This design comes from an exercise in tuning for small area, a short achievable clock period and few clock cycles per item on the open sky130 flow, not from production work. RTL that was checked went through simulation tests only; none was proved equivalent to the original. Only the layout flow was run in run 5; the RTL was not checked for function there. No activity file was given, so power comes from the tool's default toggle rates.

**design/flow/constraint.sdc**
```tcl
create_clock -name core_clock -period 11.0 [get_ports {clk}]
set_input_delay 2.2000 -clock core_clock [delete_from_list [all_inputs] [get_ports {clk}]]
set_output_delay 2.2000 -clock core_clock [all_outputs]
set_load 0.01 [all_outputs]
```
**design/flow/standard.sh**
```bash
#!/bin/bash
# synth_recipe.tcl (not shown) runs the flow's synth.tcl, then flattens the netlist and writes it again
# the make line also repeats each setting of config.mk as NAME=value (left out here)
make -C /OpenROAD-flow-scripts/flow DESIGN_CONFIG=/design/flow/config.mk WORK_HOME=/design/flow/orfs CLKGATE_MAP_FILE= SYNTH_SCRIPT=/design/flow/synth_recipe.tcl "${@:-finish}"
```
**design/flow/design.v**
```verilog
module task3 (
    input  wire        clk,
    input  wire        rst,
    input  wire [2:0]  opcode,
    input  wire [7:0]  in2,
    input  wire [7:0]  in1,
    input  wire [7:0]  in0,
    output wire [23:0] result,
    output wire        done
);
    wire [7:0] a = in2, b = in1, c = in0;
    reg  [23:0] S, C;         
    reg  [7:0]  ar, yr;       
    reg  [10:0] xr;           
    reg  [1:0]  ph;           
    wire acc = (ph == 2'd0);
    assign done   = acc;
    wire [23:0] P = S + C;
    assign result = P;
    wire is0 = opcode == 3'd0, is1 = opcode == 3'd1, is2 = opcode == 3'd2, is3 = opcode == 3'd3;
    wire is4 = opcode == 3'd4, is5 = opcode == 3'd5, is6 = opcode == 3'd6, is7 = opcode == 3'd7;
    wire [23:0] bz = {16'd0, b};
    wire [23:0] cz = {16'd0, c};
    wire [23:0] bs = {{16{b[7]}}, b};
    wire [23:0] cs = {{16{c[7]}}, c};
    wire [23:0] shr = $signed(cs) >>> b;
    wire [1:0]  s7 = {1'b0, a[7]} + {1'b0, b[7]} + {1'b0, c[7]};
    wire nomul = acc & (is0 | is1 | is3);
    reg [15:0] X;
    reg [7:0]  Y;
    reg [23:0] F1, F2;
    reg        k1, k13;
    always @(*) begin
        X = 16'd0; Y = 8'd0; F1 = 24'd0; F2 = 24'd0; k1 = 1'b0; k13 = 1'b0;
        case (ph)
            2'd0: begin
                Y = is5 ? c : is6 ? 8'd1 : b;
                if (is0) begin F1 = bz;  F2 = cz; end
                if (is1) begin F1 = ~bz; F2 = cz; k1 = 1'b1; end
                if (is2) begin X = cs[15:0]; F2 = {17'd0, b[7], 6'd0}; end
                if (is3) F1 = shr;
                if (is4) begin X = bs[15:0]; F2 = {17'd0, b[7], 6'd0}; end
                if (is5) begin X = cs[15:0]; F2 = {17'd0, c[7], 6'd0}; end
                if (is6) begin X = cs[15:0]; F1 = bs; F2 = {{16{a[7]}}, a}; end
                if (is7) begin X = ~{bs[13:0], 2'b00}; F1 = {bs[21:0], 2'b00};
                               F2 = {16'd0, s7, 6'd0}; k13 = 1'b1; end
            end
            2'd1: begin X = P[15:0]; Y = yr; F2 = {17'd0, yr[7], 6'd0}; end
            default: begin X = {{5{xr[10]}}, xr}; Y = yr; F1 = S; F2 = C; end
        endcase
    end
    wire [16:0] xe = {X[15], X};
    wire [8:0]  yb = {Y, 1'b0};
    wire [16:0] v0, v1, v2, v3;
    wire [3:0]  ng;
    genvar j;
    generate for (j = 0; j < 4; j = j + 1) begin : bth
        wire y2 = yb[2*j+2], y1 = yb[2*j+1], y0 = yb[2*j];
        wire one = y1 ^ y0;
        wire two = (y2 & ~y1 & ~y0) | (~y2 & y1 & y0);
        wire [16:0] sel = ({17{one}} & xe) | ({17{two}} & {xe[15:0], 1'b0});
        wire n = (j == 3) ? y2 & ~nomul : y2;
        wire [16:0] v = sel ^ {17{n}};
        assign ng[j] = n;
        if (j == 0) assign v0 = v;
        if (j == 1) assign v1 = v;
        if (j == 2) assign v2 = v;
        if (j == 3) assign v3 = v;
    end endgenerate
    wire [23:0] B0 = {5'd0, ~v0[16], v0[16], v0[16], v0[15:0]};
    wire [23:0] B1 = {3'd0, 1'b1, ~v1[16], v1[15:0], 1'b0, ng[0]};
    wire [23:0] B2 = {1'd0, 1'b1, ~v2[16], v2[15:0], 1'b0, ng[1], 1'b0, k1};
    wire [23:0] B3 = {1'b1, ~v3[16], v3[15:0], 1'b0, ng[2], k13, k13, 1'b0, k13};
    function [47:0] csa(input [23:0] x, input [23:0] y, input [23:0] z);
        csa = {x ^ y ^ z, ((x & y) | (x & z) | (y & z)) << 1};
    endfunction
    wire [23:0] s1, c1, s2, c2, s3, c3, s4, c4;
    assign {s1, c1} = csa(B0, B1, B2);
    assign {s2, c2} = csa(B3, F1, F2);
    assign {s3, c3} = csa(s1, c1, s2);
    assign {s4, c4} = csa(s3, c3, c2);
    always @(posedge clk) begin
        S <= s4;
        C <= c4;
        ar <= a;
        if (ph == 2'd2) begin
            yr <= ar;
            xr <= {ar[7], ar[7], ar[7], ar} * 11'sd5 + 11'sd8;
        end else begin
            yr <= c;
            xr <= {c[7], c[7], c[7], c} * 11'sd6 - 11'sd2;
        end
        if (rst) ph <= 2'd0;
        else case (ph)
            2'd0: ph <= is5 ? 2'd1 : is7 ? 2'd2 : 2'd0;
            2'd2: ph <= 2'd3;
            default: ph <= 2'd0;
        endcase
    end
endmodule
```
**design/flow/config.mk**
```make
export PLATFORM = sky130hd
export DESIGN_NAME = task3
export DESIGN_NICKNAME = task3
export VERILOG_FILES = /design/flow/design.v
export SDC_FILE = /design/flow/constraint.sdc
export NUM_CORES = 4
export LEC_CHECK = 0
export ABC_AREA = 1
export CAP_MARGIN = 20
export CORE_MARGIN = 2
export CORE_UTILIZATION = 40
export SETUP_SLACK_MARGIN = 5
export SLEW_MARGIN = 20
export TNS_END_PERCENT = 100
```
**design/flow/flow/run.sh**
```bash
#!/bin/bash
# Standard layout with port buffers of a faster cell and the timing repair
# aimed at a tighter setup margin. The make output goes to standard.log;
# each ORFS step's full log stays under orfs/logs.
set -o pipefail
bash standard.sh "BUFFER_PORTS_ARGS=-buffer_cell sky130_fd_sc_hd__buf_1" SETUP_SLACK_MARGIN=5.8 TNS_END_PERCENT=100 finish > standard.log 2>&1
```
==> flow_summary_export.csv, run 1 <==
group,metric,value,unit
run_status,status,"complete, no violations",
finish,drive_above_1_share,19.2,%
clock_tree,cts_tree,"built",
yosys,synthSimpleGateAreaFrac,21.2,%
die,die_w,153,µm
sta,finalHoldViolCount,0,
yosys,synth_fp_nets,1364,
yosys,synth_largest_area_cell,"fa_1",
yosys,synth_top_area_share,18.1,%
drt,drtPass1Iterations,5,
drt,num_vias,8699,
clock_tree,cts.path.max_buffers,2,
sta,max_freq,191,MHz
place,dp_hpwl,22000,µm
die,die_h,153,µm
sta,worstMarginPinSlew,0.980,ns
grt,grtUsageTotal,24.4,%
sta,setup_tns,0,ns
drt,drc,0,
yosys,syn-instance-count,1206,
worst_hold_path,min_path_type,"reg2reg",
sta,setup_viol_count_final,0,
die,std_cell_rows,54,
drt,wirelength,28500,µm
yosys,synth_async_sr_flop_share,0,%
worst_setup_path,crit_type,"in2reg",
flow_run,cap_violations,0,
die,dieArea,0.0234,mm²
grt,grt_max_degree,27,
sta,finalClockSkew,0.00920,ns
finish,final_util,49.2,%
yosys,synth_top_family_by_area,"adder cells",
yosys,ys_seq_area_share,16.9,%
yosys,synth_edf_count,0,
grt,first_global_vias,8281,
yosys,synth.avg_cell_area,7.35,µm²
clock_tree,cts_num_sinks,75,
yosys,synthXorXnorAreaFrac,7.71,%
clock_tree,insertion_delay,0.36,ns
power_and_ir_drop,power_density,258,mW/mm²
drt,avgViaCountPerCell,5.50,
yosys,synth.area.top_cells,"fa_1, dfxtp_1, nand2_1, inv_1, ha_1",
sta,rsz0062_at_grt,"yes",
die,core,0.0218,mm²
clock_tree,hold_buffers,0,
yosys,synth_compound_area_share,18.5,%
yosys,synth.area.mux_share,0.113,%
yosys,ys.flop_type,"dfxtp_1",
grt,overflow,0,
grt,grt_pass1_wl,45200,µm
yosys,ys_seq_elements,75,
clock_tree,cts-root-buf,"clkbuf_16",
power_and_ir_drop,peakVddDrop,0.105,mV
clock_tree,clk_pin_slew,0.06,ns
yosys,synth_cell_types,57,
sta,slew_headroom,34.6,%
yosys,synth_warnings,1,
yosys,yosys.area_share.adder,25.0,%
drt,final_antenna_net_count,0,
worst_setup_path,cp-end-kind,"flip-flop",
yosys,syn_area,0.00887,mm²
finish,final_net_count,1454,
finish,syn_to_final_growth,21.1,%
die,io_pins,54,
drt,dr.first_iter.drc_count,846,
worst_setup_path,start_kind,"input pin",
clock_tree,cts-htree-levels,3,
grt,antenna_found_initial,0,
worst_setup_path,critPathArrivalTime,5.52,ns
place,gp_congestion,0.998,
finish,n_antenna_cell,0,
clock_tree,cts_buffers,9,
drt,detail_route.wl_per_cell,18.0,µm
place,portBuffers,53,
sta,slew_viol_final,0,
die,start_util,40.6,%
sta,fin_crit_sh,47.5,%
worst_setup_path,path_max_fanout,15,
power_and_ir_drop,totalPowerFinal,2.77,mW
power_and_ir_drop,p_leak,5.07,nW
worst_setup_path,crit_required,11.30,ns
sta,period_minus_slack,5.22,ns
## synthesized netlist by cell type (5+ instances only)
| master | count |
|---|---|
| inv_2 | 17 |
| nand3_2 | 5 |
| a22oi_1 | 5 |
| buf_4 | 5 |
| o21ai_0 | 106 |
| fa_1 | 80 |
| nor2_1 | 60 |
| nand2_1 | 236 |
| nand4_1 | 10 |
| nand2_2 | 13 |
| ha_1 | 49 |
| and2_1 | 5 |
| clkbuf_1 | 15 |
| buf_2 | 12 |
| nand3_1 | 64 |
| xnor2_1 | 9 |
| o21ai_1 | 9 |
| o211ai_1 | 22 |
| inv_1 | 174 |
| xor2_1 | 69 |
| o22ai_1 | 44 |
| dfxtp_1 | 75 |
| nor2_4 | 7 |
| a21oi_1 | 50 |
## critical path, cell delays in order
cell and delay, ns:
buf_12 0.10, clkinv_8 0.05, buf_4 0.15, nand2_8 0.11, nand2_8 0.08, o211ai_1 0.24, o21ai_2 0.17, a21oi_4 0.35
inv_4 0.21, xor2_1 0.21, fa_1 0.52, fa_1 0.54, inv_1 0.05, fa_2 0.51
## power breakdown
part	internal (mW)	switching, mW	total [mW]
Combinational	0.744	1.23	1.98
Sequential	0.399	0.0704	0.470
Clock	0.184	0.132	0.316
## area by class of cell
| cell class | instances | area (µm²) |
|---|---|---|
| fillers | 2161 | 11100 |
| multi-input cells | 900 | 7010 |
| flip-flops and latches | 75 | 1500 |
| inverters | 194 | 786 |
| repair buffers | 116 | 774 |
| well taps | 280 | 350 |
| clock buffers | 10 | 239 |
| clock inverters | 6 | 72.6 |
## cells by family after synthesis
logic type	Yosys count
AND/OR/NAND/NOR	418
AO/OA/AOI/OAI	273
buffers and inverters	232
adder cells (fa/ha/maj)	129
XOR/XNOR	78
flip-flops	75
multiplexers	1
## state kept, by name, summed over array words and instances, names as in the netlist
name / count
C: 22
yr: 8
xr: 11
S: 24
ar: 8
ph: 2
## metrics by stage
stage	hold WS [ns]	cells	worst slack, ns	instance area [µm²]
after detailed placement	0.505	1505	4.42	9390
after CTS	0.516	1547	5.80	10100
after floorplan	0.429	1206	5.64	9060
after global placement	0.496	1505	4.45	9390
final	0.523	1581	5.78	10700
after global routing	0.546	1581	5.68	10700
## metal layers
layer	part of all wire [%]	global-route usage [%]	vias up	wire length, µm
met2	45	38.2	365	12800
li1	-	-	4129	-
met3	7.6	3.49	50	2180
met4	2.2	7.32	0	634
met5	0	0	-	0
met1	45	35.2	4155	12900
## cells in the final DEF (no fill, tap or decap), types with 7 or more instances in the layout
cell type	count
nor2_4	12
nand3_2	10
inv_4	7
buf_6	8
o22ai_2	17
nand4_1	10
xnor2_1	9
o22ai_1	28
clkbuf_16	9
inv_2	14
o21ai_1	11
nor2_2	7
ha_1	49
nand2_2	19
inv_1	165
a21oi_1	49
nor2_1	51
buf_1	41
nand3_1	58
xor2_2	10
o211ai_1	22
nand2_4	14
o21ai_2	7
xor2_1	59
nand2_1	216
fa_1	74
buf_2	8
o21ai_0	94
buf_4	54
dfxtp_1	75
## what timing repair did
item / 4_1_cts / 5_1_grt
gates resized for setup: 66 / 86
pin swaps: 17 / 34
cloned: 1 / 0
endpoints found under the setup margin: 44 / 40
setup buffers: 25 / 34
## path summary, 6_finish.rpt
check	slack [ns]	start	endpoint	cells after the start
worst max-delay path	5.78	opcode[0]	S[13]	14
worst min-delay path	0.52	ar[4]	yr[4]	2
worst max register to register	6.07	ph[1]	S[15]	14
worst min register to register	0.52	ar[4]	yr[4]	2
Testbench counts, summed over its fixed seeds: cycles 219,878, ops 160,000.
==> run 2: changes to the inputs <==
==> design/flow/flow/run.sh (replaced) <==
#!/bin/bash
# Standard layout with port buffers of a faster cell and the timing repair
# aimed at a tighter setup margin. The make output goes to standard.log;
# each ORFS step's full log stays under orfs/logs.
set -o pipefail
bash standard.sh "BUFFER_PORTS_ARGS=-buffer_cell sky130_fd_sc_hd__buf_1" SETUP_SLACK_MARGIN=5.65 TNS_END_PERCENT=100 finish > standard.log 2>&1
==> run 2 against run 1 <==
Compared with the run above:
- synthesized area is the same
- utilization decreased by 2.2 points
- maximum frequency down 0.70%
- sequential share of layout area rose by 0.65 points
- wire length increased by 0.82%
- hold slack got worse by 0.035 ns
- critical path depth did not move
- synthesized cell count stayed put
==> flow_summary_export.csv, run 2 <==
group,metric,value,unit
finish,mostFrequentLayoutCell,"nand2_1",
place,gp_congestion,0.981,
yosys,synth.avg_cell_area,7.35,µm²
place,place_inst,1507,
finish,seqCellArea,0.00150,mm²
grt,first_global_vias,8254,
yosys,synth_common_cells,"nand2_1, inv_1, o21ai_0",
yosys,synth_largest_area_cell,"fa_1",
worst_setup_path,path_max_fanout,8,
sta,rsz0062_at_grt,"yes",
yosys,synth_warnings,1,
drt,drtPass1Iterations,5,
yosys,ys_seq_area_share,16.9,%
finish,biggestRegsByFlops,"S: 24 flops, C: 22 flops, xr: 11 flops",
drt,final_antenna_net_count,0,
sta,finalClockSkew,0.00817,ns
sta,setup_tns,0,ns
drt,drc,0,
worst_setup_path,crit_type,"in2reg",
drt,wirelength,28700,µm
finish,drive_above_1_share,14.2,%
power_and_ir_drop,power_density,265,mW/mm²
die,dieArea,0.0234,mm²
drt,dr.first_iter.drc_count,630,
power_and_ir_drop,peakVddDrop,0.111,mV
clock_tree,cts_tree,"built",
drt,detail_route.wl_per_cell,18.4,µm
clock_tree,cts-root-buf,"clkbuf_16",
sta,period_minus_slack,5.26,ns
clock_tree,cts_buffers,9,
die,core,0.0218,mm²
drt,avgViaCountPerCell,5.40,
die,die_w,153,µm
sta,fin_crit_sh,47.8,%
grt,grtUsageTotal,25.0,%
finish,final_net_count,1438,
die,std_cell_rows,54,
die,start_util,40.6,%
die,io_pins,54,
drt,num_vias,8446,
worst_setup_path,start_kind,"input pin",
run_status,status,"complete, no violations",
clock_tree,insertion_delay,0.36,ns
place,dp_hpwl,22600,µm
worst_setup_path,critPathArrivalTime,5.50,ns
clock_tree,cts-htree-levels,3,
grt,grt_pass1_wl,45900,µm
finish,multi_input_area,0.00675,mm²
yosys,synth_async_sr_flop_share,0,%
finish,fin_cells,1565,
finish,syn_to_final_growth,15.7,%
sta,max_freq,190,MHz
yosys,synth_fp_nets,1364,
power_and_ir_drop,p_leak,4.91,nW
sta,finalHoldViolCount,0,
finish,n_antenna_cell,0,
place,portBuffers,53,
clock_tree,cts.path.max_buffers,2,
sta,worstMarginPinSlew,0.889,ns
finish,fillers,2218,
yosys,synth_cell_types,57,
clock_tree,cts_num_sinks,75,
die,die_h,153,µm
flow_run,cap_violations,0,
sta,slew_headroom,40.6,%
finish,largest-register,"S",
grt,grt_max_degree,48,
power_and_ir_drop,totalPowerFinal,2.72,mW
yosys,synth_edf_count,0,
sta,slew_viol_final,0,
yosys,ys_seq_elements,75,
finish,largest_reg_flops,24,
finish,layout_common_cells,"nand2_1, inv_1, o21ai_0",
worst_setup_path,cp-end-kind,"flip-flop",
yosys,synth_most_common_cell,"nand2_1",
yosys,ys.flop_type,"dfxtp_1",
yosys,syn-instance-count,1206,
clock_tree,clk_pin_slew,0.07,ns
grt,antenna_found_initial,0,
yosys,synth_top_area_share,18.1,%
sta,setup_viol_count_final,0,
yosys,synth.area.top_cells,"fa_1, dfxtp_1, nand2_1, inv_1, ha_1",
worst_hold_path,min_path_type,"reg2reg",
yosys,syn_area,0.00887,mm²
grt,overflow,0,
worst_setup_path,crit_required,11.24,ns
==> run 2: cell count changes in the layout (fill, tap and decap cells not counted), sizes merged <==
| cell | delta |
|---|---|
| inv | +4 |
| buf | -20 |
| clkinv | -3 |
| clkbuf | +3 |
==> run 2: critical path: stages <==
cell and delay [ns]:
buf_4 0.17, inv_2 0.12, nor3_4 0.30, buf_4 0.18
inv_1 0.05, o221ai_1 0.25, nand2_2 0.22, o22ai_1 0.19
xor2_1 0.17, inv_1 0.09, fa_1 0.53, inv_1 0.05
fa_1 0.50, fa_1 0.47
==> run 2: final timing paths <==
path / depth (start not counted) / slack (ns) / startpoint / end
worst max register to register: 17 / 6.74 / C[2] / S[13]
worst min register to register: 2 / 0.49 / ar[0] / xr[0]
worst max-delay path: 14 / 5.74 / opcode[2] / S[4]
worst min-delay path: 2 / 0.49 / ar[0] / xr[0]
==> run 2: where the power goes <==
part / switching (mW) / leakage, nW / internal, mW / total, mW
Combinational: 1.22 / 4.14 / 0.716 / 1.94
Sequential: 0.0715 / 0.630 / 0.399 / 0.471
Clock: 0.135 / 0.146 / 0.180 / 0.315
Total: 1.43 / 4.91 / 1.30 / 2.72
==> run 2: routing by layer <==
layer  global-route usage [%]  vias to the layer above  routed length [µm]
li1                         -                     4092                   -
met1                     36.1                     4043               13500
met2                     39.2                      269               12900
met3                     3.52                       42                1810
met4                     6.75                        0                 582
met5                        0                        -                   0
==> run 2: area by class of cell <==
class | instances | share of cell area (%)
Multi-Input combinational cell | 900 | 65.8
Sequential cell | 75 | 14.6
Inverter | 194 | 7.45
Timing Repair Buffer | 100 | 5.72
Tap cell | 280 | 3.41
Clock buffer | 9 | 2.20
Clock inverter | 7 | 0.829
==> run 2: timing repair <==
item                                    CTS  global route
buffers inserted                         17            24
pin swaps                                 8            22
endpoints found under the setup margin   45            39
hold buffers                              0             0
resized for setup                        26            71
gates cloned                              1             0
==> run 2: cells by family (layout without fill, tap and decap cells) <==
| family | after synthesis | in the layout | synth area share, % |
|---|---|---|---|
| compound gates | 273 | 273 | 18.5 |
| xor+xnor | 78 | 78 | 7.71 |
| buf+inv | 232 | 310 | 10.6 |
| fa+ha+maj | 129 | 129 | 25.0 |
| flops | 75 | 75 | 16.9 |
| simple gates | 418 | 419 | 21.2 |
| mux | 1 | 1 | 0.113 |
==> run 2: stage by stage <==
| stage | hold WS, ns | cell area, µm² | utilization, % | worst slack (ns) |
|---|---|---|---|---|
| 6_report | 0.488 | 10300 | 47.0 | 5.74 |
| 5_1_grt | 0.517 | 10300 | 47.0 | 5.61 |
| 4_1_cts | 0.490 | 9840 | 45.1 | 5.61 |
| 3_5_place_dp | 0.480 | 9300 | 42.6 | 4.22 |
| 3_3_place_gp | 0.485 | 9300 | 42.6 | 4.36 |
| 2_1_floorplan | 0.429 | 8930 | - | 5.66 |
==> run 3: changes to the inputs <==
--- a/design/flow/design.v
+++ b/design/flow/design.v
@@ -38,7 +38,7 @@
                 if (is0) begin F1 = bz;  F2 = cz; end
                 if (is1) begin F1 = ~bz; F2 = cz; k1 = 1'b1; end
                 if (is2) begin X = cs[15:0]; F2 = {17'd0, b[7], 6'd0}; end
-                if (is3) F1 = shr;
+                if (is3) F2 = shr;
                 if (is4) begin X = bs[15:0]; F2 = {17'd0, b[7], 6'd0}; end
                 if (is5) begin X = cs[15:0]; F2 = {17'd0, c[7], 6'd0}; end
                 if (is6) begin X = cs[15:0]; F1 = bs; F2 = {{16{a[7]}}, a}; end
--- a/design/flow/config.mk
+++ b/design/flow/config.mk
@@ -9,6 +9,7 @@
 export CAP_MARGIN = 20
 export CORE_MARGIN = 2
 export CORE_UTILIZATION = 40
+export CTS_BUF_LIST = sky130_fd_sc_hd__clkbuf_4 sky130_fd_sc_hd__clkbuf_8
 export SETUP_SLACK_MARGIN = 5
 export SLEW_MARGIN = 20
 export TNS_END_PERCENT = 100
==> run 3 against run 2 <==
Compared with the run above:
- hold slack worse by 0.013 ns
- critical endpoint is now S[10]
- critical path type unchanged
- power is 0.40% lower
- register-to-register slack worse by 0.37 ns
- global-route usage is 0.56 points lower
- cell area is 2.2% lower
- setup slack worse by 0.017 ns
- sequential share of layout area is 0.33 points higher
==> flow_summary_export.csv, run 3 <==
group,metric,value,unit
run_status,status,"complete, no violations",
power_and_ir_drop,p_sw_share,52.8,%
finish,largest_reg_flops,24,
finish,biggestRegsByFlops,"S: 24 flops, C: 22 flops, xr: 11 flops",
clock_tree,insertion_delay,0.39,ns
grt,grt_max_degree,50,
yosys,synth_cell_types,55,
yosys,ys_seq_elements,75,
die,die_h,152,µm
die,std_cell_rows,54,
finish,mostFrequentLayoutCell,"nand2_1",
grt,first_global_vias,8300,
die,dieArea,0.0231,mm²
flow_run,cap_violations,0,
finish,layout_common_cells,"nand2_1, inv_1, fa_1",
drt,final_antenna_net_count,0,
clock_tree,hold_buffers,0,
finish,final_util,46.3,%
die,die_w,152,µm
yosys,synth.area.top_cells,"fa_1, dfxtp_1, nand2_1, xor2_1, inv_1",
finish,fin_cells,1536,
worst_setup_path,path_max_fanout,11,
finish,multi_input_area,0.00670,mm²
clock_tree,cts-htree-levels,3,
clock_tree,cts_buffers,9,
yosys,synth_fp_nets,1353,
yosys,synth_warnings,1,
sta,setup_tns,0,ns
power_and_ir_drop,p_int,1.28,mW
grt,grt_pass1_wl,45000,µm
drt,num_vias,8351,
yosys,ys.flop_type,"dfxtp_1",
clock_tree,cts-root-buf,"clkbuf_8",
power_and_ir_drop,p_seq_share,17.3,%
drt,detail_route.wl_per_cell,18.2,µm
sta,period_minus_slack,5.28,ns
yosys,synth_most_common_cell,"nand2_1",
clock_tree,cts.path.max_buffers,2,
yosys,ys_seq_area_share,17.1,%
sta,slew_viol_final,0,
clock_tree,cts_tree,"built",
yosys,synth_edf_count,0,
yosys,synth_common_cells,"nand2_1, inv_1, o21ai_0",
place,portBuffers,53,
sta,setup_viol_count_final,0,
die,core,0.0217,mm²
power_and_ir_drop,power_frac_comb,72.8,%
finish,seqCellArea,0.00150,mm²
yosys,synth_largest_area_cell,"fa_1",
place,placed_area,0.00912,mm²
clock_tree,cts_num_sinks,75,
finish,n_antenna_cell,0,
sta,finalHoldViolCount,0,
finish,syn_to_final_growth,14.5,%
worst_setup_path,start_kind,"input pin",
power_and_ir_drop,peakVddDrop,0.0986,mV
sta,worstMarginPinSlew,0.785,ns
yosys,synth_top_area_share,18.3,%
grt,antenna_found_initial,0,
power_and_ir_drop,power_frac_clock,9.9,%
finish,drive_above_1_share,13.9,%
finish,largest-register,"S",
sta,finalClockSkew,0.0190,ns
worst_setup_path,crit_required,11.26,ns
grt,grtUsageTotal,24.4,%
drt,wirelength,27900,µm
worst_setup_path,cp-end-kind,"flip-flop",
yosys,syn_area,0.00877,mm²
drt,drc,0,
worst_setup_path,critPathArrivalTime,5.53,ns
power_and_ir_drop,power_density,270,mW/mm²
finish,final_cell_area,0.0100,mm²
place,dp_hpwl,21400,µm
worst_hold_path,min_path_type,"reg2reg",
place,place_inst,1490,
die,io_pins,54,
yosys,synth_async_sr_flop_share,0,%
clock_tree,clk_pin_slew,0.10,ns
sta,rsz0062_at_grt,"yes",
sta,fin_crit_sh,48.0,%
drt,dr.first_iter.drc_count,731,
drt,avgViaCountPerCell,5.44,
sta,slew_headroom,47.6,%
power_and_ir_drop,switchingPower,1.43,mW
power_and_ir_drop,p_leak,4.87,nW
yosys,syn-instance-count,1195,
place,gp_congestion,0.989,
yosys,synth.avg_cell_area,7.34,µm²
grt,overflow,0,
finish,fillers,2182,
sta,max_freq,190,MHz
die,start_util,40.4,%
finish,final_net_count,1409,
drt,drtPass1Iterations,9,
worst_setup_path,crit_type,"in2reg",
## run 3: cell types whose count changed after synthesis, moves of 4 or more
cell / delta
nor2_4: -6
o22ai_1: +13
o211ai_1: -5
a31oi_1: +7
nand3_1: +7
o21ai_0: -23
nor2_1: -6
a21oi_1: +4
xor2_1: +6
a22o_1: -4
nand2_1: +4
## run 3: worst max-delay path, cell delays in order
cell and delay (ns):
buf_6 0.13, inv_2 0.13, nand3_4 0.14, buf_4 0.17, nand2_1 0.13, nor2_1 0.07, o22ai_2 0.20, nand2_1 0.21
nand2_4 0.20, o22ai_2 0.11, xor2_1 0.18, fa_1 0.54, inv_1 0.06, fa_1 0.53, inv_1 0.05, fa_1 0.46
## run 3: metal layers
| metal | global-route usage [%] | wire, µm | vias up |
|---|---|---|---|
| met3 | 3.22 | 1780 | 50 |
| li1 | - | - | 4021 |
| met4 | 6.14 | 512 | 0 |
| met5 | 0 | 0 | - |
| met1 | 34.9 | 13000 | 3964 |
| met2 | 39.2 | 12600 | 316 |
## run 3: path summary, 6_finish.rpt
| kind | start | endpoint | slack, ns | cells past startpoint |
|---|---|---|---|---|
| min reg2reg | ar[0] | xr[0] | 0.48 | 2 |
| min | ar[0] | xr[0] | 0.48 | 2 |
| max | opcode[0] | S[10] | 5.72 | 16 |
| max reg2reg | ph[0] | S[7] | 6.37 | 14 |
## run 3: power by group through the flow
stage | sequential (mW) | combinational [mW] | clock [mW]
5_1_grt | 0.478 | 2.30 | 0.283
3_3_place_gp | 0.471 | 1.86 | 0
4_1_cts | 0.468 | 1.95 | 0.274
2_1_floorplan | 0.444 | 1.40 | 0
3_5_place_dp | 0.472 | 1.90 | 0
6_report | 0.468 | 1.98 | 0.268
## run 3: repair_timing
action	CTS	global route
setup endpoints to repair	43	36
pin swaps	9	7
gates resized for setup	45	64
setup buffers	16	8
cloned	3	3
## run 3: final cells by class
cell class | count | share of cell area [%]
Clock buffer | 10 | 1.31
Clock inverter | 6 | 1.13
Inverter | 195 | 7.77
Multi-Input combinational cell | 886 | 66.7
Sequential cell | 75 | 15.0
Tap cell | 280 | 3.49
Timing Repair Buffer | 82 | 4.51
Timing Repair inverter | 2 | 0.0998
## run 3: kinds of logic (layout without fill, tap and decap cells)
family	count (synthesis)	count (layout)	synth area share (%)
xor+xnor	82	82	8.19
flops	75	75	17.1
fa+ha+maj	129	129	25.3
buf+inv	238	295	11.3
compound gates	263	263	18.1
simple gates	408	412	20.1
## run 3: stage by stage
stage	power, mW	setup slack (ns)	hold WS, ns
after floorplan	1.84	5.65	0.429
after global placement	2.33	4.48	0.456
after detailed placement	2.37	4.43	0.470
after CTS	2.69	5.66	0.475
after global routing	3.06	5.62	0.510
final	2.71	5.72	0.476
Testbench counts of run 3, summed over its fixed seeds: cycles 219,878, ops 160,000.
==> run 4: changes to the inputs <==
--- a/design/flow/design.v
+++ b/design/flow/design.v
@@ -38,7 +38,7 @@
                 if (is0) begin F1 = bz;  F2 = cz; end
                 if (is1) begin F1 = ~bz; F2 = cz; k1 = 1'b1; end
                 if (is2) begin X = cs[15:0]; F2 = {17'd0, b[7], 6'd0}; end
-                if (is3) F2 = shr;
+                if (is3) F1 = shr;
                 if (is4) begin X = bs[15:0]; F2 = {17'd0, b[7], 6'd0}; end
                 if (is5) begin X = cs[15:0]; F2 = {17'd0, c[7], 6'd0}; end
                 if (is6) begin X = cs[15:0]; F1 = bs; F2 = {{16{a[7]}}, a}; end
==> design/flow/flow/run.sh (replaced) <==
#!/bin/bash
# Standard layout with port buffers of a faster cell and the timing repair
# aimed at a tighter setup margin. The make output goes to standard.log;
# each ORFS step's full log stays under orfs/logs.
set -o pipefail
bash standard.sh "BUFFER_PORTS_ARGS=-buffer_cell sky130_fd_sc_hd__buf_1" SETUP_SLACK_MARGIN=5.3 TNS_END_PERCENT=100 finish > standard.log 2>&1
--- a/design/flow/config.mk
+++ b/design/flow/config.mk
@@ -9,7 +9,6 @@
 export CAP_MARGIN = 20
 export CORE_MARGIN = 2
 export CORE_UTILIZATION = 40
-export CTS_BUF_LIST = sky130_fd_sc_hd__clkbuf_4 sky130_fd_sc_hd__clkbuf_8
 export SETUP_SLACK_MARGIN = 5
 export SLEW_MARGIN = 20
 export TNS_END_PERCENT = 100
==> run 4 against run 3 <==
Compared with the run above:
- largest power group unchanged
- maximum frequency is 4.6% lower
- still clean on timing, DRC and antenna
- sequential cell count stayed put
- clock skew is 0.012 ns lower
- clock-buffer cell count is 1 higher
==> flow_summary_export.csv, run 4 <==
group,metric,value,unit
place,dp_hpwl,22400,µm
power_and_ir_drop,switchingPower,1.40,mW
finish,largest_reg_flops,24,
die,core,0.0218,mm²
drt,wirelength,28100,µm
clock_tree,clk_pin_slew,0.06,ns
die,io_pins,54,
finish,drive_above_1_share,9.57,%
power_and_ir_drop,p_sw_share,52.4,%
worst_setup_path,crit_slowest_cell,"fa_1",
worst_setup_path,crit_required,11.23,ns
finish,mostFrequentLayoutCell,"nand2_1",
clock_tree,cts.path.max_buffers,2,
flow_run,cap_violations,0,
yosys,syn-instance-count,1206,
worst_setup_path,r2r_slack,6.21,ns
yosys,synth_common_cells,"nand2_1, inv_1, o21ai_0",
worst_setup_path,crit_type,"in2reg",
worst_setup_path,critPathArrivalTime,5.76,ns
worst_setup_path,cp-end-kind,"flip-flop",
clock_tree,cts_buffers,9,
drt,num_vias,8405,
die,std_cell_rows,54,
yosys,synth_async_sr_flop_share,0,%
die,start_util,40.6,%
finish,biggestRegsByFlops,"S: 24 flops, C: 22 flops, xr: 11 flops",
sta,fin_crit_sh,50.3,%
drt,avgViaCountPerCell,5.44,
place,place_inst,1507,
clock_tree,cts-root-buf,"clkbuf_16",
grt,grtUsageTotal,24.6,%
drt,detail_route.wl_per_cell,18.2,µm
place,portBuffers,53,
yosys,ys_seq_area_share,16.9,%
clock_tree,cts_num_sinks,75,
sta,finalClockSkew,0.00720,ns
place,place_ws,4.36,ns
yosys,ys_seq_elements,75,
power_and_ir_drop,p_int,1.27,mW
finish,final_net_count,1417,
finish,n_antenna_cell,0,
drt,drtPass1Iterations,7,
power_and_ir_drop,p_leak,4.74,nW
worst_setup_path,critPathMaxStageDelay,0.55,ns
grt,grt_pass1_wl,45300,µm
drt,drc,0,
finish,syn_to_final_growth,10.7,%
sta,slew_headroom,48.1,%
finish,fin_cells,1544,
power_and_ir_drop,peakVddDrop,0.107,mV
yosys,syn_area,0.00887,mm²
grt,overflow,0,
worst_setup_path,path_max_fanout,14,
drt,final_antenna_net_count,0,
sta,period_minus_slack,5.53,ns
power_and_ir_drop,power_frac_comb,70.6,%
sta,setup_tns,0,ns
yosys,ys.flop_type,"dfxtp_1",
run_status,status,"complete, no violations",
yosys,synth.area.top_cells,"fa_1, dfxtp_1, nand2_1, inv_1, ha_1",
worst_setup_path,start_kind,"input pin",
finish,fillers,2275,
yosys,synth_largest_area_cell,"fa_1",
clock_tree,cts_tree,"built",
drt,dr.first_iter.drc_count,648,
sta,finalHoldViolCount,0,
yosys,synth_top_area_share,18.1,%
die,die_h,153,µm
grt,first_global_vias,8266,
yosys,synth_edf_count,0,
place,gp_congestion,0.961,
yosys,synth.avg_cell_area,7.35,µm²
die,dieArea,0.0234,mm²
worst_hold_path,min_path_type,"reg2reg",
clock_tree,cts-htree-levels,3,
yosys,synth_warnings,1,
finish,layout_common_cells,"nand2_1, inv_1, o21ai_0",
worst_setup_path,crit_path_cell_trace,"buf_1 -> clkinvlp_4 -> a21oi_1 -> a22oi_1 -> buf_4 -> nand2_2 -> inv_1 -> nand2_1 -> o21ai_1 -> xor2_1 -> fa_1 -> inv_1 -> fa_1 -> inv_1 -> fa_1",
sta,worstMarginPinSlew,0.777,ns
yosys,synth_fp_nets,1364,
power_and_ir_drop,power_density,272,mW/mm²
clock_tree,insertion_delay,0.35,ns
power_and_ir_drop,p_seq_share,17.7,%
sta,setup_viol_count_final,0,
sta,max_freq,181,MHz
sta,rsz0062_at_grt,"no",
sta,slew_viol_final,0,
power_and_ir_drop,power_frac_clock,11.7,%
sta,setup_slack,5.47,ns
grt,antenna_found_initial,0,
yosys,synth_most_common_cell,"nand2_1",
grt,grt_max_degree,48,
finish,largest-register,"S",
yosys,synth_cell_types,57,
die,die_w,153,µm
## run 4: changes by cell type in the layout (fill, tap and decap cells not counted), sizes merged, moves of 5 or more
cell    delta
xor2       -6
inv        +6
a31oi      -6
nor2      +12
clkinv     -5
o21ai     +22
o22ai     -11
o211ai     +5
nand3      -7
## run 4: critical path, delay by kind of cell
kind	cells	cell delay, ns
buffers and inverters	6	1.15
xor gates and xnor gates	1	0.17
and+or+nand+nor	2	0.32
AOI/OAI and AO/OA	3	0.37
adders and majority gates	3	1.54
## run 4: per-stage QoR
stage                     hold WS (ns)  area [µm²]  utilization (%)  power (mW)
after floorplan                  0.429        8870                -        1.81
after global placement           0.476        9250             42.4        2.28
after detailed placement         0.469        9250             42.4        2.34
after CTS                        0.481        9610             44.0        2.67
after global routing             0.530        9810             45.0        3.01
final                            0.475        9810             45.0        2.67
## run 4: power groups by stage
stage | clock [mW] | combinational (mW) | sequential, mW
2_1_floorplan | 0 | 1.36 | 0.442
3_3_place_gp | 0 | 1.80 | 0.473
3_5_place_dp | 0 | 1.86 | 0.475
4_1_cts | 0.318 | 1.88 | 0.470
5_1_grt | 0.328 | 2.20 | 0.482
6_report | 0.312 | 1.88 | 0.472
## run 4: layer usage
layer	vias to the layer above	global-route usage (%)	routed length, µm
met5	-	0	0
met4	0	6.13	404
met3	29	3.52	1940
met2	296	37.8	12300
met1	4028	36.3	13400
li1	4052	-	-
## run 4: final cells by class
type | instances | area [µm²] | share of cell area, %
timing repair buffer | 79 | 404 | 4.12
clock inverter | 5 | 60.1 | 0.612
sequential | 75 | 1500 | 15.3
inverter | 194 | 739 | 7.54
clock buffer | 11 | 243 | 2.47
multi-input combinational | 900 | 6510 | 66.4
tap | 280 | 350 | 3.57
## run 4: final timing paths
| path | cells past startpoint | start | endpoint |
|---|---|---|---|
| min | 2 | ar[0] | xr[0] |
| max reg2reg | 14 | ph[0] | S[10] |
| min reg2reg | 2 | ar[0] | xr[0] |
| max | 15 | in0[0] | S[9] |
## run 4: cells by family (layout without fill, tap and decap cells)
| family | after synthesis | count (layout) | synth area share, % |
|---|---|---|---|
| fa+ha+maj | 129 | 129 | 25.0 |
| mux | 1 | 1 | 0.113 |
| compound gates | 273 | 273 | 18.5 |
| xor+xnor | 78 | 78 | 7.71 |
| buf+inv | 232 | 289 | 10.6 |
| simple gates | 418 | 419 | 21.2 |
| flops | 75 | 75 | 16.9 |
## run 4: timing repair
action | CTS | global route
gates resized for setup | 9 | 19
setup endpoints to repair | 39 | 33
buffers inserted | 4 | 16
pin swaps | 2 | 6
hold buffers | 0 | 0
cloned | 0 | 1
Testbench counts of run 4, summed over its fixed seeds: cycles 219,878, ops 160,000.
==> run 5: changes to the inputs <==
--- a/design/flow/design.v
+++ b/design/flow/design.v
@@ -23,7 +23,11 @@
     wire [23:0] cz = {16'd0, c};
     wire [23:0] bs = {{16{b[7]}}, b};
     wire [23:0] cs = {{16{c[7]}}, c};
-    wire [23:0] shr = $signed(cs) >>> b;
+    wire [7:0]  sh1 = b[0] ? {c[7], c[7:1]} : c;
+    wire [7:0]  sh2 = b[1] ? {{2{sh1[7]}}, sh1[7:2]} : sh1;
+    wire [7:0]  sh3 = b[2] ? {{4{sh2[7]}}, sh2[7:4]} : sh2;
+    wire [7:0]  sh8 = (|b[7:3]) ? {8{c[7]}} : sh3;
+    wire [23:0] shr = {{16{sh8[7]}}, sh8};
     wire [1:0]  s7 = {1'b0, a[7]} + {1'b0, b[7]} + {1'b0, c[7]};
     wire nomul = acc & (is0 | is1 | is3);
     reg [15:0] X;
@@ -38,7 +42,7 @@
                 if (is0) begin F1 = bz;  F2 = cz; end
                 if (is1) begin F1 = ~bz; F2 = cz; k1 = 1'b1; end
                 if (is2) begin X = cs[15:0]; F2 = {17'd0, b[7], 6'd0}; end
-                if (is3) F1 = shr;
+                if (is3) F2 = shr;
                 if (is4) begin X = bs[15:0]; F2 = {17'd0, b[7], 6'd0}; end
                 if (is5) begin X = cs[15:0]; F2 = {17'd0, c[7], 6'd0}; end
                 if (is6) begin X = cs[15:0]; F1 = bs; F2 = {{16{a[7]}}, a}; end
==> design/flow/flow/run.sh (replaced) <==
#!/bin/bash
# Standard layout with port buffers of a faster cell and the timing repair
# aimed at a tighter setup margin. The make output goes to standard.log;
# each ORFS step's full log stays under orfs/logs.
set -o pipefail
bash standard.sh "BUFFER_PORTS_ARGS=-buffer_cell sky130_fd_sc_hd__buf_1" SETUP_SLACK_MARGIN=5.5 TNS_END_PERCENT=100 finish > standard.log 2>&1
--- a/design/flow/config.mk
+++ b/design/flow/config.mk
@@ -9,6 +9,7 @@
 export CAP_MARGIN = 20
 export CORE_MARGIN = 2
 export CORE_UTILIZATION = 40
+export CTS_BUF_LIST = sky130_fd_sc_hd__clkbuf_4 sky130_fd_sc_hd__clkbuf_8
 export SETUP_SLACK_MARGIN = 5
 export SLEW_MARGIN = 20
 export TNS_END_PERCENT = 100
==> run 5 against run 4 <==
Compared with the run above:
- still clean on timing, DRC and antenna
- via count decreased by 0.33%
- die area shrank 1.3%
- cell count up 0.97%
- sequential cell count unchanged
- first-iteration DRC count grew 17%
- cell area shrank 0.75%
- utilization is 0.080 points higher
- sequential power is essentially flat
- sequential share of layout area increased by 0.12 points
- synthesized area is 1.4% lower
- combinational power is 3% higher
- synthesized cell count grew 1.3%
- largest cell class unchanged
- highest routed layer unchanged
==> flow_summary_export.csv, run 5 <==
group,metric,value,unit
yosys,synth_common_cells,"nand2_1, inv_1, o21ai_0",
place,dp_hpwl,22000,µm
drt,num_vias,8377,
sta,setup_tns,0,ns
power_and_ir_drop,peakVddDrop,0.0998,mV
clock_tree,cts-root-buf,"clkbuf_8",
drt,drc,0,
flow_run,cap_violations,0,
worst_hold_path,holdPathStages,2,
drt,final_antenna_net_count,0,
die,start_util,40.5,%
sta,fin_crit_sh,48.8,%
finish,final_net_count,1433,
grt,grtUsageTotal,23.5,%
clock_tree,cts_num_sinks,75,
yosys,synth.area.mux_share,0.229,%
die,std_cell_rows,54,
yosys,ys.flop_type,"dfxtp_1",
worst_setup_path,crit_type,"in2reg",
power_and_ir_drop,power_frac_comb,73.0,%
place,portBuffers,53,
clock_tree,cts_buffers,9,
yosys,synth_edf_count,0,
worst_setup_path,rr_worst_depth,16,
finish,largest_reg_flops,24,
run_status,status,"complete, no violations",
drt,wirelength,27400,µm
worst_setup_path,cp-end-kind,"flip-flop",
clock_tree,cts.path.max_buffers,2,
finish,biggestRegsByFlops,"S: 24 flops, C: 22 flops, xr: 11 flops",
yosys,synthSimpleGateAreaFrac,22.0,%
finish,drive_above_1_share,9.23,%
yosys,syn-instance-count,1222,
finish,fin_cells,1559,
power_and_ir_drop,switchingPower,1.41,mW
yosys,synth_top_area_share,18.3,%
finish,final_util,45.0,%
worst_setup_path,crit_path_cell_trace,"clkbuf_4 -> inv_4 -> nand3_4 -> nand2_4 -> inv_4 -> nand2_1 -> nand2_1 -> o21ai_4 -> nand2_2 -> inv_1 -> nor2_4 -> buf_12 -> clkinv_2 -> o22ai_1 -> xor2_1 -> fa_1 -> fa_1 -> fa_1",
die,io_pins,54,
finish,layout_common_cells,"nand2_1, inv_1, o21ai_0",
clock_tree,clk_pin_slew,0.09,ns
sta,max_freq,186,MHz
power_and_ir_drop,p_leak,4.80,nW
sta,setup_viol_count_final,0,
power_and_ir_drop,p_sw_share,53.3,%
yosys,synth_top_family_by_area,"adder cells",
yosys,syn_area,0.00875,mm²
worst_hold_path,min_to,"xr[0]",
grt,antenna_found_initial,0,
yosys,synth_fp_nets,1380,
yosys,synth_warnings,1,
place,gp_congestion,0.930,
drt,dr.first_iter.drc_count,757,
power_and_ir_drop,p_seq_share,17.8,%
finish,final_cell_area,0.00974,mm²
drt,drtPass1Iterations,7,
sta,slew_viol_final,0,
worst_setup_path,crit_required,11.32,ns
place,place_ws,4.41,ns
worst_setup_path,reg2reg_from,"ph[0]",
worst_setup_path,start_kind,"input pin",
finish,mostFrequentLayoutCell,"nand2_1",
yosys,synth_compound_area_share,17.5,%
worst_setup_path,crit_top_cell,"fa_1",
yosys,synthXorXnorAreaFrac,6.91,%
sta,finalClockSkew,0.0127,ns
sta,hold_ws,0.474,ns
yosys,synth_largest_area_cell,"fa_1",
yosys,ys_seq_elements,75,
yosys,synth_most_common_cell,"nand2_1",
yosys,synth_cell_types,56,
yosys,synth.area.top_cells,"fa_1, dfxtp_1, nand2_1, inv_1, ha_1",
yosys,yosys.area_share.adder,25.3,%
sta,worstMarginPinSlew,0.744,ns
place,place_inst,1524,
yosys,synth_async_sr_flop_share,0,%
die,die_w,152,µm
drt,avgViaCountPerCell,5.37,
place,placed_area,0.00914,mm²
grt,first_global_vias,7841,
power_and_ir_drop,power_frac_clock,9.3,%
die,die_h,152,µm
finish,n_antenna_cell,0,
sta,slew_headroom,50.4,%
grt,grt_max_degree,33,
grt,overflow,0,
clock_tree,cts_tree,"built",
yosys,synth.avg_cell_area,7.16,µm²
worst_hold_path,min_path_type,"reg2reg",
power_and_ir_drop,power_density,272,mW/mm²
worst_setup_path,r2r_end,"S[8]",
yosys,ys_seq_area_share,17.2,%
worst_hold_path,min_from,"ar[0]",
worst_setup_path,crit_slowest_cell,"fa_1",
worst_setup_path,path_max_fanout,9,
power_and_ir_drop,totalPowerFinal,2.65,mW
worst_setup_path,critPathArrivalTime,5.70,ns
power_and_ir_drop,p_int,1.24,mW
worst_setup_path,r2r_slack,6.33,ns
worst_setup_path,critPathMaxStageDelay,0.53,ns
grt,grt_pass1_wl,43100,µm
die,dieArea,0.0231,mm²
finish,syn_to_final_growth,11.3,%
sta,period_minus_slack,5.37,ns
drt,detail_route.wl_per_cell,17.6,µm
die,core,0.0216,mm²
finish,largest-register,"S",
sta,rsz0062_at_grt,"yes",
sta,setup_slack,5.63,ns
clock_tree,insertion_delay,0.39,ns
sta,finalHoldViolCount,0,
clock_tree,cts-htree-levels,3,
## run 5: changes by cell type in the layout (fill, tap and decap cells not counted), moves of 6 or more
cell and delta:
o21ai_1 -7, nand2_2 -6, clkbuf_16 -9, nand2_1 +41, clkbuf_8 +9, inv_2 -7, o211ai_1 -11, xor2_1 -10
inv_1 +11, nor2_1 -7, a21oi_1 +9
## run 5: cells by family (layout without fill, tap and decap cells)
group	count (synthesis)	after routing
compound gates	262	262
fa+ha+maj	129	129
mux	2	2
simple gates	448	448
xor+xnor	69	69
buf+inv	237	294
flops	75	75
## run 5: how the worst max path moves through the flow
stage,startpoint,end,depth (start not counted)
2_1_floorplan,opcode[2],S[7],14
3_3_place_gp,opcode[2],S[7],16
3_5_place_dp,opcode[2],S[7],16
4_1_cts,in0[7],S[8],15
5_1_grt,opcode[1],S[6],16
6_report,opcode[1],S[5],18
## run 5: what timing repair did
item	in CTS	in global routing
endpoints found under the setup margin	42	36
gates resized for setup	22	42
buffers inserted	6	13
pin swaps	2	4
hold buffers	0	0
cloned	0	1
## run 5: critical path: cells and delay by family
kind	cells	cell delay, ns
fa+ha+maj	3	1.54
buf+inv	6	0.70
simple gates	6	0.71
compound gates	2	0.29
xor+xnor	1	0.25
## run 5: power groups by stage
stage / Combinational, mW / Sequential [mW] / Clock [mW]
2_1_floorplan: 1.40 / 0.443 / 0
3_3_place_gp: 1.84 / 0.473 / 0
3_5_place_dp: 1.90 / 0.474 / 0
4_1_cts: 1.92 / 0.469 / 0.250
5_1_grt: 2.24 / 0.481 / 0.260
6_report: 1.94 / 0.471 / 0.246
## run 5: cell type report
cell class	count	area (µm²)
fill	2262	11900
multi-input combinational	910	6490
sequential	75	1500
inverter	202	782
timing repair buffer	76	395
tap	280	350
clock buffer	10	138
clock inverter	5	77.6
timing repair inverter	1	5.00
## run 5: metal layers
layer	routed length (µm)	share of wire, %	track usage, %
met5	0	0	0
met4	552	2.0	5.92
met3	2190	8.0	3.96
met2	11700	43	35.5
met1	12900	47	34.9

-- what the ideal ports hide --
The results above use ideal ports. As a check the final layouts listed here were re-extracted and re-timed, cells and wires unchanged. Step 1 sets driving cells, clkbuf_16 on the clock port and buf_2 on the other inputs (assumed; they add their load-dependent delay and slew). Step 2 moves the port delays by t, midway between the first and last clock arrival at a register: inputs arrive t later, outputs are due t later. That takes back most of the time a late clock gives input paths. Slacks: no drivers / after step 1 / after step 2; pairs: no drivers / after step 1.
run | t, ns | setup WS [ns] | worst setup path after step 2 | worst slew at a driven data input, ns | cell pins on the clock port's net
run 1 | 0.400 | 5.778 / 5.761 / 5.362 | input to register | 0.06 | 1
run 2 | 0.396 | 5.741 / 5.759 / 5.363 | input to register | 0.05 | 1
run 3 | 0.425 | 5.724 / 5.729 / 5.303 | input to register | 0.05 | 1
run 4 | 0.396 | 5.470 / 5.495 / 5.099 | input to register | 0.03 | 1
run 5 | 0.418 | 5.628 / 5.642 / 5.224 | input to register | 0.03 | 1
After both steps every run listed still meets setup and hold. For run 3, which loses most, drivers alone change the setup slack by +0.005 ns; drivers and shift together by -0.421 ns.
